Source: an optimization exercise on an open RTL-to-GDS flow (aim: small area and a short achievable clock period). Production flows keep margins and buffers that such runs may drop. Only simulation tests tie the RTL to the original design; equivalence was not proved.

build 66:
==> flow/design.v (excerpt) <==
module QPSK_Symbol_Timing_Sync_Top #(
    parameter DATA_WIDTH   = 16,
    parameter MU_WIDTH     = 10,
    parameter MU_FRAC      = 9,
    parameter COEFF_WIDTH  = 16,
    parameter ACC_WIDTH    = 32
)(
    input  wire                         clk,
    input  wire                         rst,
    input  wire signed [DATA_WIDTH-1:0] I_in,
    input  wire signed [DATA_WIDTH-1:0] Q_in,
    output wire signed [DATA_WIDTH-1:0] I_out,
    output wire signed [DATA_WIDTH-1:0] Q_out,
    output reg                          valid_out
);
Settings: LEC_CHECK=0, ABC_AREA=1, CAP_MARGIN=0, CORE_MARGIN=2, CORE_UTILIZATION=48, SLEW_MARGIN=0; clock period 14.0 ns.
standard.sh (not shown) runs the stock make flow with config.mk's settings and CLKGATE_MAP_FILE= SYNTH_SCRIPT=/design/flow/synth_recipe.tcl, a recipe that flattens the netlist after the stock synthesis.
==> flow/flow/run.sh <==
#!/bin/bash
# Standard synthesis; then full-adder polarities chosen so that fewer
# inverters sit between full adders (flow/polar.py, registers untouched);
# then the standard layout with plain buffers on the ports and timing repair
# aimed at a shorter period than the clock (the constraints themselves are
# unchanged).
set -euo pipefail
bash standard.sh synth > synth.log 2>&1
R=orfs/results/${FLOW_PLATFORM:-sky130hd}/QPSK_Symbol_Timing_Sync_Top/base
cp "$R/1_2_yosys.v" "$R/1_2_yosys.std.v"
python3 flow/polar.py "$R/1_2_yosys.std.v" "$R/1_2_yosys.v" > polar.log 2>&1
export BUFFER_PORTS_ARGS="-buffer_cell sky130_fd_sc_hd__buf_2"
bash standard.sh SETUP_SLACK_MARGIN=9.7 finish > layout.log 2>&1
Other scripts of this flow, unchanged in this note and not shown: flow/flow/polar.py
Build 66 completed every stage of the flow, and the final layout passed the timing, DRC and antenna checks.
Input-level comparison between build 44 and build 66:
- swapping 48 for 40 in CORE_UTILIZATION
-- flow/flow/run.sh --
<<< build 66, line 13
bash standard.sh SETUP_SLACK_MARGIN=9.7 finish > layout.log 2>&1
>>> build 44, line 13
bash standard.sh SETUP_SLACK_MARGIN=9.6 finish > layout.log 2>&1
Build 44 ended up with a lower global-route usage than build 66 did. primary input to flip-flop as the path type of the worst setup path was reported by build 44, and flip-flop to flip-flop by build 66. Build 44 vs. build 66: clock network latency to the later pin of the worst-skew pair rose 30 ps; clock skew rose 47 ps; transition time at the pin with the least slew margin fell 390 ps. Reg-to-reg setup timing slack (build 44 over build 66): decrease, 110 ps. Per the final summary, build 44 finished and its layout is clean on timing, DRC and antenna. Number of clock buffers in the layout (build 44 vs. build 66) decreases by a few percent.
diff inputs: build 44 => build 11
-- flow/flow/run.sh --
<<< build 44, line 13
bash standard.sh SETUP_SLACK_MARGIN=9.6 finish > layout.log 2>&1
>>> build 11, line 13
bash standard.sh SETUP_SLACK_MARGIN=9.7 finish > layout.log 2>&1
Build 11 against build 44; wire length on met2 is down slightly. The maximum number of pins on one net before global-route repair of build 11 falls short of that of build 44 by 1. Worst slack on hold paths for build 11: 9.7 ps up relative to build 44. Detailed-placement wirelength estimate of build 44 is on par with build 11.


== before ==
Starting RTL as in the previous note.
export LEC_CHECK = 0
export ABC_AREA = 1
export CAP_MARGIN = 0
export CORE_MARGIN = 2
export CORE_UTILIZATION = 40
export SLEW_MARGIN = 0
create_clock -name core_clock -period 14.0 [get_ports {clk}]
==> flow/flow/run.sh <==
#!/bin/bash
# Standard synthesis; then full-adder polarities chosen so that fewer
# inverters sit between full adders (flow/polar.py, registers untouched);
# then the standard layout with plain buffers on the ports and timing repair
# aimed at a shorter period than the clock (the constraints themselves are
# unchanged).
set -euo pipefail
bash standard.sh synth > synth.log 2>&1
R=orfs/results/${FLOW_PLATFORM:-sky130hd}/QPSK_Symbol_Timing_Sync_Top/base
cp "$R/1_2_yosys.v" "$R/1_2_yosys.std.v"
python3 flow/polar.py "$R/1_2_yosys.std.v" "$R/1_2_yosys.v" > polar.log 2>&1
export BUFFER_PORTS_ARGS="-buffer_cell sky130_fd_sc_hd__buf_2"
bash standard.sh SETUP_SLACK_MARGIN=9.9 finish > layout.log 2>&1
Other scripts of this flow, unchanged in this note and not shown: flow/flow/polar.py
before: all stages complete, timing, DRC and antenna checks passed
Inputs modified between before and after:
-- flow/flow/run.sh --
<<< before, line 13
bash standard.sh SETUP_SLACK_MARGIN=9.9 finish > layout.log 2>&1
>>> after, line 13
bash standard.sh SETUP_SLACK_MARGIN=9.6 finish > layout.log 2>&1
### Flow results
Final design area excluding fillers, after vs before: down by a few percent
Summary of the comparison: final critical-path setup slack is lower in after, relative to before.
Changes observed in after relative to before: flip-flop and latch share of the layout cell area went up by 0.70 points, wire length -2100 um.
Between after and before, the worst hold slack does not differ in any meaningful way.


## job 4861
Starting RTL as in the previous note.
clock: 14.0 ns
lec_check: 0
abc_area: 1
cap_margin: 0
core_margin: 2
core_utilization: 55
slew_margin: 0
==> flow/flow/run.sh <==
#!/bin/bash
# Standard synthesis, then the standard layout with plain buffers on the
# ports and timing repair aimed at a shorter period than the clock (the
# constraints themselves are unchanged).
set -euo pipefail
bash standard.sh synth > synth.log 2>&1
export BUFFER_PORTS_ARGS="-buffer_cell sky130_fd_sc_hd__buf_2"
bash standard.sh SETUP_SLACK_MARGIN=9.8 finish > layout.log 2>&1
Relative to job 4861, the following input files were edited for job 3360:
- CORE_UTILIZATION changed from 55 to 40
==> run summary <==
- In job 3360, the number of cells in the design after placement came out 6.4% above the value in job 4861.
- NOTE layout buffer count excluding clock buffers job 4861->job 3360 decreased by more than 10%
- Job 4861 ended up with flip-flop to flip-flop as its kind of critical path; job 3360 ended up with flip-flop to output pin.
- Taking job 4861 as 1.0, job 3360 lands at 1.5 on total of fill cells in the finished design.


== lane 1 ==
Starting RTL as in the previous note.
==> flow/config.mk <==
export PLATFORM = sky130hd
export DESIGN_NAME = QPSK_Symbol_Timing_Sync_Top
export DESIGN_NICKNAME = QPSK_Symbol_Timing_Sync_Top
export VERILOG_FILES = /design/flow/design.v
export SDC_FILE = /design/flow/constraint.sdc
export NUM_CORES = 4
export LEC_CHECK = 0
export ABC_AREA = 1
export CAP_MARGIN = 0
export CORE_MARGIN = 2
export CORE_UTILIZATION = 40
export SLEW_MARGIN = 0
==> flow/constraint.sdc <==
create_clock -name core_clock -period 14.0 [get_ports {clk}]
set_input_delay 2.8000 -clock core_clock [delete_from_list [all_inputs] [get_ports {clk}]]
set_output_delay 2.8000 -clock core_clock [all_outputs]
set_load 0.01 [all_outputs]
==> flow/flow/run.sh <==
#!/bin/bash
# Standard synthesis, then the standard layout with plain buffers on the
# ports and timing repair aimed at a shorter period than the clock (the
# constraints themselves are unchanged).
set -euo pipefail
bash standard.sh synth > synth.log 2>&1
export BUFFER_PORTS_ARGS="-buffer_cell sky130_fd_sc_hd__buf_2"
bash standard.sh SETUP_SLACK_MARGIN=9.9 finish > layout.log 2>&1
> inputs changed (lane 1 -> lane 2)
Settings: SLEW_MARGIN: 0 -> 20; CAP_MARGIN: 0 -> 20; CORE_UTILIZATION: 40 -> 55.
-- flow/flow/run.sh --
<<< lane 1, line 6
bash standard.sh synth > synth.log 2>&1
export BUFFER_PORTS_ARGS="-buffer_cell sky130_fd_sc_hd__buf_2"
bash standard.sh SETUP_SLACK_MARGIN=9.9 finish > layout.log 2>&1
>>> lane 2, line 6
bash standard.sh synth > synth.log 2>&1
export BUFFER_PORTS_ARGS="-buffer_cell sky130_fd_sc_hd__buf_2"
bash standard.sh SETUP_SLACK_MARGIN=10.0 finish > layout.log 2>&1
Lane 1 → lane 2: met1 global-route usage rose 13 points; detail-routed net length per standard cell rose about 10%; final wirelength rose 3.3%; cell area after layout about even; diode insertion count for antenna repair fell 1.
Clock period minus worst slack, lane 1 and lane 2: lower on lane 2
Comparing lane 1 and lane 2, the higher critical path buffer and inverter count was measured on lane 2.
Lane 2 gives less share of the clock period used by the worst path after layout than lane 1 did.
Compared with lane 1, lane 2 has extra setup slack.
Taking lane 1 as the reference, in lane 2 area after synthesis neither gained nor lost much, met3 global-route usage picked up an extra 1.4 points.
Here is what was changed in the inputs of lane 3 compared with lane 2.
Settings: an added CTS_BUF_LIST of sky130_fd_sc_hd__clkbuf_4 sky130_fd_sc_hd__clkbuf_8; a change of CORE_UTILIZATION from 55 to 40; a change of CAP_MARGIN from 20 to 0; a change of SLEW_MARGIN from 20 to 0.
-- flow/flow/run.sh --
<<< lane 2, line 6
bash standard.sh synth > synth.log 2>&1
export BUFFER_PORTS_ARGS="-buffer_cell sky130_fd_sc_hd__buf_2"
bash standard.sh SETUP_SLACK_MARGIN=10.0 finish > layout.log 2>&1
>>> lane 3, line 6
bash standard.sh synth > synth.log 2>&1
export BUFFER_PORTS_ARGS="-buffer_cell sky130_fd_sc_hd__buf_2"
bash standard.sh SETUP_SLACK_MARGIN=9.8 finish > layout.log 2>&1
[summary]
Cmp lane 3 vs lane 2: initial antenna violation count higher in lane 3. Comparing number of global-route vias before repair for lane 2 and lane 3, the bigger number came from lane 2. Period utilization | lane 3 above lane 2. Lane 3 contains fewer vias than lane 2. Fmax of lane 3 falls short of that of lane 2 slightly. In the flow results for lane 2 and lane 3, the data arrival time of the critical path is smaller on lane 3. Lane 3 finished every stage and its layout cleared the timing, DRC and antenna checks. NOTE: chip height in lane 3 exceeds that of lane 2.
Here is what was changed in the inputs of lane 4 compared with lane 3.
Settings: CTS_BUF_LIST now sky130_fd_sc_hd__clkbuf_8, was sky130_fd_sc_hd__clkbuf_4 sky130_fd_sc_hd__clkbuf_8; CTS_CLUSTER_SIZE now 20, previously not set.
## What came out
Lane 3 → lane 4: total area of sequential cells ~0 delta; highest achievable clock rate -about 1.1%; met2 layer wire length in the routed design -1.5%.
Inputs modified between lane 4 and lane 5:
Settings: clearing CTS_BUF_LIST, which used to be sky130_fd_sc_hd__clkbuf_8; clearing CTS_CLUSTER_SIZE, which used to be 20.
-- flow/flow/run.sh --
<<< lane 4, line 6
bash standard.sh synth > synth.log 2>&1
export BUFFER_PORTS_ARGS="-buffer_cell sky130_fd_sc_hd__buf_2"
bash standard.sh SETUP_SLACK_MARGIN=9.8 finish > layout.log 2>&1
>>> lane 5, line 6
bash standard.sh synth > synth.log 2>&1
export BUFFER_PORTS_ARGS="-buffer_cell sky130_fd_sc_hd__buf_2"
bash standard.sh SETUP_SLACK_MARGIN=9.8 SKIP_GATE_CLONING=1 finish > layout.log 2>&1
Notes after the runs:
- Lane 5 and lane 4 all finish clean.
- Lane 5 has fraction of the cycle the final worst path needs below what lane 4 had.
- Register-to-register slack: lane 5 > lane 4
- [compare] base=lane 4 new=lane 5: routed wire length moved down; wire length the detailed router placed on met1 moved down; post-cts sizing count moved down; count of routing violations after the opening detailed-route iteration moved down.
- Looking at worst setup path startpoint, the u_chq.aone[1] result is from lane 5; the i_d1[12] one comes from lane 4.


QPSK_Symbol_Timing_Sync_Top, a different RTL version from the one above (not shown whole).
Size in the first run: roughly 3800 cells after synthesis, about 370 flip-flops, ~32000 um2 of cells after synthesis.
Design QPSK_Symbol_Timing_Sync_Top, start of the top module:
module QPSK_Symbol_Timing_Sync_Top #(
    parameter DATA_WIDTH   = 16,
    parameter MU_WIDTH     = 10,
    parameter MU_FRAC      = 9,
    parameter COEFF_WIDTH  = 16,
    parameter ACC_WIDTH    = 32
)(
    input  wire                         clk,
    input  wire                         rst,
    input  wire signed [DATA_WIDTH-1:0] I_in,
    input  wire signed [DATA_WIDTH-1:0] Q_in,
    output wire signed [DATA_WIDTH-1:0] I_out,
    output wire signed [DATA_WIDTH-1:0] Q_out,
    output reg                          valid_out
);
Settings: LEC_CHECK=0, ABC_AREA=1, CAP_MARGIN=20, CORE_MARGIN=2, CORE_UTILIZATION=40, SLEW_MARGIN=20; clock period 14.0 ns.
run.sh (not shown) runs the stock make flow with config.mk's settings and CLKGATE_MAP_FILE= SYNTH_SCRIPT=/design/flow/synth_recipe.tcl, a recipe that flattens the netlist after the stock synthesis.
Stock flow here: none of the scripts above is used.
Edit:
==> flow/flow/run.sh (new file) <==
#!/bin/bash
# Standard synthesis and layout, with timing repair aimed at a shorter
# period than the clock (the constraints themselves are unchanged).
set -euo pipefail
bash standard.sh synth > synth.log 2>&1
bash standard.sh SETUP_SLACK_MARGIN=9 finish > layout.log 2>&1
==> flow/standard.sh (new file) <==
#!/bin/bash
# synth_recipe.tcl (not shown) runs the flow's synth.tcl, then flattens the netlist and writes it again
# the make line also repeats each setting of config.mk as NAME=value (left out here)
make -C /OpenROAD-flow-scripts/flow DESIGN_CONFIG=/design/flow/config.mk WORK_HOME=/design/flow/orfs CLKGATE_MAP_FILE= SYNTH_SCRIPT=/design/flow/synth_recipe.tcl "${@:-finish}"
removed: flow/run.sh
After rerunning:
- die area is unchanged
- hold slack hardly moves
- wire length came out higher slightly
- final area rises slightly
- area after synthesis does not change


Setup of the reference run:
QPSK_Symbol_Timing_Sync_Top with an RTL version that a note above also has.
Size: ~67 I/O pins.
// QPSK_Symbol_Timing_Sync_Top
module QPSK_Symbol_Timing_Sync_Top #(
    parameter DATA_WIDTH   = 16,
    parameter MU_WIDTH     = 10,
    parameter MU_FRAC      = 9,
    parameter COEFF_WIDTH  = 16,
    parameter ACC_WIDTH    = 32
)(
    input  wire                         clk,
    input  wire                         rst,
    input  wire signed [DATA_WIDTH-1:0] I_in,
    input  wire signed [DATA_WIDTH-1:0] Q_in,
    output wire signed [DATA_WIDTH-1:0] I_out,
    output wire signed [DATA_WIDTH-1:0] Q_out,
    output reg                          valid_out
);
clock: 14.0 ns
lec_check: 0
abc_area: 1
cap_margin: 0
core_margin: 2
core_utilization: 40
slew_margin: 0
standard.sh (not shown) runs the stock make flow with config.mk's settings and CLKGATE_MAP_FILE= SYNTH_SCRIPT=/design/flow/synth_recipe.tcl, a recipe that flattens the netlist after the stock synthesis.
==> flow/flow/run.sh <==
#!/bin/bash
# Standard synthesis; then full-adder polarities chosen so that fewer
# inverters sit between full adders (flow/polar.py, registers untouched);
# then the standard layout with plain buffers on the ports and timing repair
# aimed at a shorter period than the clock (the constraints themselves are
# unchanged).
set -euo pipefail
bash standard.sh synth > synth.log 2>&1
R=orfs/results/${FLOW_PLATFORM:-sky130hd}/QPSK_Symbol_Timing_Sync_Top/base
cp "$R/1_2_yosys.v" "$R/1_2_yosys.std.v"
python3 flow/polar.py "$R/1_2_yosys.std.v" "$R/1_2_yosys.v" > polar.log 2>&1
export BUFFER_PORTS_ARGS="-buffer_cell sky130_fd_sc_hd__buf_2"
bash standard.sh SETUP_SLACK_MARGIN=9.5 finish > layout.log 2>&1
Other scripts of this flow, unchanged in this note and not shown: flow/flow/polar.py
#### Input delta (the trial run over the reference run)
diff --git a/flow/flow/run.sh b/flow/flow/run.sh
--- a/flow/flow/run.sh
+++ b/flow/flow/run.sh
@@ -12,2 +12,2 @@
 export BUFFER_PORTS_ARGS="-buffer_cell sky130_fd_sc_hd__buf_2"
-bash standard.sh SETUP_SLACK_MARGIN=9.5 finish > layout.log 2>&1
+bash standard.sh SETUP_SLACK_MARGIN=9.8 finish > layout.log 2>&1
==> comparison <==
The trial run completed end to end with timing, DRC and antenna clean.
Detailed placer's ending HPWL (the trial run vs. the reference run) increases slightly
Re design area: the trial run is 0.0011 mm2 up on the reference run.
Lower area growth from synthesis to final layout was reported by the reference run, not the trial run.
Comparing the two runs side by side, the trial run comes out ahead of the reference run on worst setup slack.
Number of iterations in the first detailed-routing pass: the trial run higher than the reference run


Starting RTL as in the previous note.
Settings: LEC_CHECK=0, ABC_AREA=1, CAP_MARGIN=20, CORE_MARGIN=2, CORE_UTILIZATION=40, SLEW_MARGIN=20; clock period 14.0 ns.
==> flow/flow/run.sh <==
#!/bin/bash
# Standard synthesis, then the standard layout with plain buffers on the
# ports and timing repair aimed at a shorter period than the clock (the
# constraints themselves are unchanged).
set -euo pipefail
bash standard.sh synth > synth.log 2>&1
export BUFFER_PORTS_ARGS="-buffer_cell sky130_fd_sc_hd__buf_2"
bash standard.sh SETUP_SLACK_MARGIN=9.8 finish > layout.log 2>&1
The first run went through all stages and came out clean.
Edit:
Settings changed: ABC_AREA 1 to 0.
The changed run finished with timing, DRC and antenna clean. Worst hold slack gets worse by 0.013 ns. Non-clock buffer count went up by 11. First-iteration DRC count decreases by 7.9%. Worst setup slack degrades by 0.59 ns. Design area stays flat. Synthesized area fell by 0.91%.
Edit:
--- a/flow/flow/run.sh
+++ b/flow/flow/run.sh
@@ -8 +8 @@
-bash standard.sh SETUP_SLACK_MARGIN=9.8 finish > layout.log 2>&1
+bash standard.sh SETUP_SLACK_MARGIN=9.8 REMOVE_ABC_BUFFERS=1 finish > layout.log 2>&1
Settings changed: ABC_AREA 0 to 1, CAP_MARGIN 20 to 0, SLEW_MARGIN 20 to 0.
Result:
- register-to-register slack gains 0.53 ns
- worst hold slack gains 0.018 ns
- worst setup slack gains 0.53 ns
- cell count increases by 14%
- global-route usage increases by 1.1 points
- clock-buffer cell count increases by 3
- final area decreases by 0.68%

-- afterwards: timing with drivers on the ports --
In the flow no input, the clock included, has a driving cell. The finished layouts below were timed again as built, in two steps.
Step 1 (the two cells are an assumption about what drives the block):
set clk [get_ports {clk}]
set_driving_cell -lib_cell sky130_fd_sc_hd__clkbuf_16 $clk
set_driving_cell -lib_cell sky130_fd_sc_hd__buf_2 [delete_from_list [all_inputs] $clk]
Step 2, shift: input delay + t, output delay - t, t = (earliest + latest rising clock arrival at the registers) / 2. This alone moves slack from input paths to output paths.
a / b / c = ideal ports / drivers / drivers and shift; a / b = the first two.
run	t (ns)	setup slack, ns	worst hold slack (ns)	cell pins on the clock port's net
build 66	0.647	9.915 / 9.915 / 9.341	0.338 / 0.338 / 0.338	1
build 44	0.657	9.772 / 9.795 / 9.158	0.339 / 0.339 / 0.339	1
build 11	0.651	9.916 / 9.907 / 9.256	0.349 / 0.349 / 0.349	1
before	0.652	9.926 / 9.907 / 9.361	0.348 / 0.348 / 0.348	1
after	0.645	9.806 / 9.806 / 9.189	0.346 / 0.346 / 0.346	1
job 4861	0.640	9.881 / 9.881 / 9.348	0.360 / 0.360 / 0.360	1
job 3360	0.647	9.907 / 9.843 / 9.380	0.355 / 0.355 / 0.355	1
lane 1	0.659	9.915 / 9.850 / 9.408	0.355 / 0.355 / 0.355	1
lane 2	0.655	9.947 / 9.947 / 9.460	0.362 / 0.362 / 0.362	1
lane 3	0.736	9.873 / 9.812 / 9.350	0.346 / 0.346 / 0.346	1
lane 4	0.732	9.828 / 9.768 / 9.350	0.323 / 0.323 / 0.323	1
lane 5	0.649	9.916 / 9.866 / 9.369	0.355 / 0.355 / 0.355	1
the first run of note 5	0.657	8.262 / 8.262 / 7.666	0.348 / 0.348 / 0.348	1
the second run of note 5	0.649	9.126 / 9.126 / 8.627	0.350 / 0.350 / 0.350	1
the reference run	0.653	9.677 / 9.677 / 9.073	0.343 / 0.343 / 0.343	1
the trial run	0.644	9.903 / 9.903 / 9.369	0.345 / 0.345 / 0.345	1
the first run of note 7	0.649	9.914 / 9.858 / 9.367	0.355 / 0.355 / 0.355	1
the second run of note 7	0.640	9.319 / 9.319 / 8.850	0.342 / 0.342 / 0.342	1
the third run of note 7	0.663	9.851 / 9.851 / 9.347	0.360 / 0.360 / 0.360	1
After both steps setup and hold are still met in every run listed. The setup slack of build 11, which loses most, moves by -0.009 ns with the drivers and by -0.660 ns with both steps.
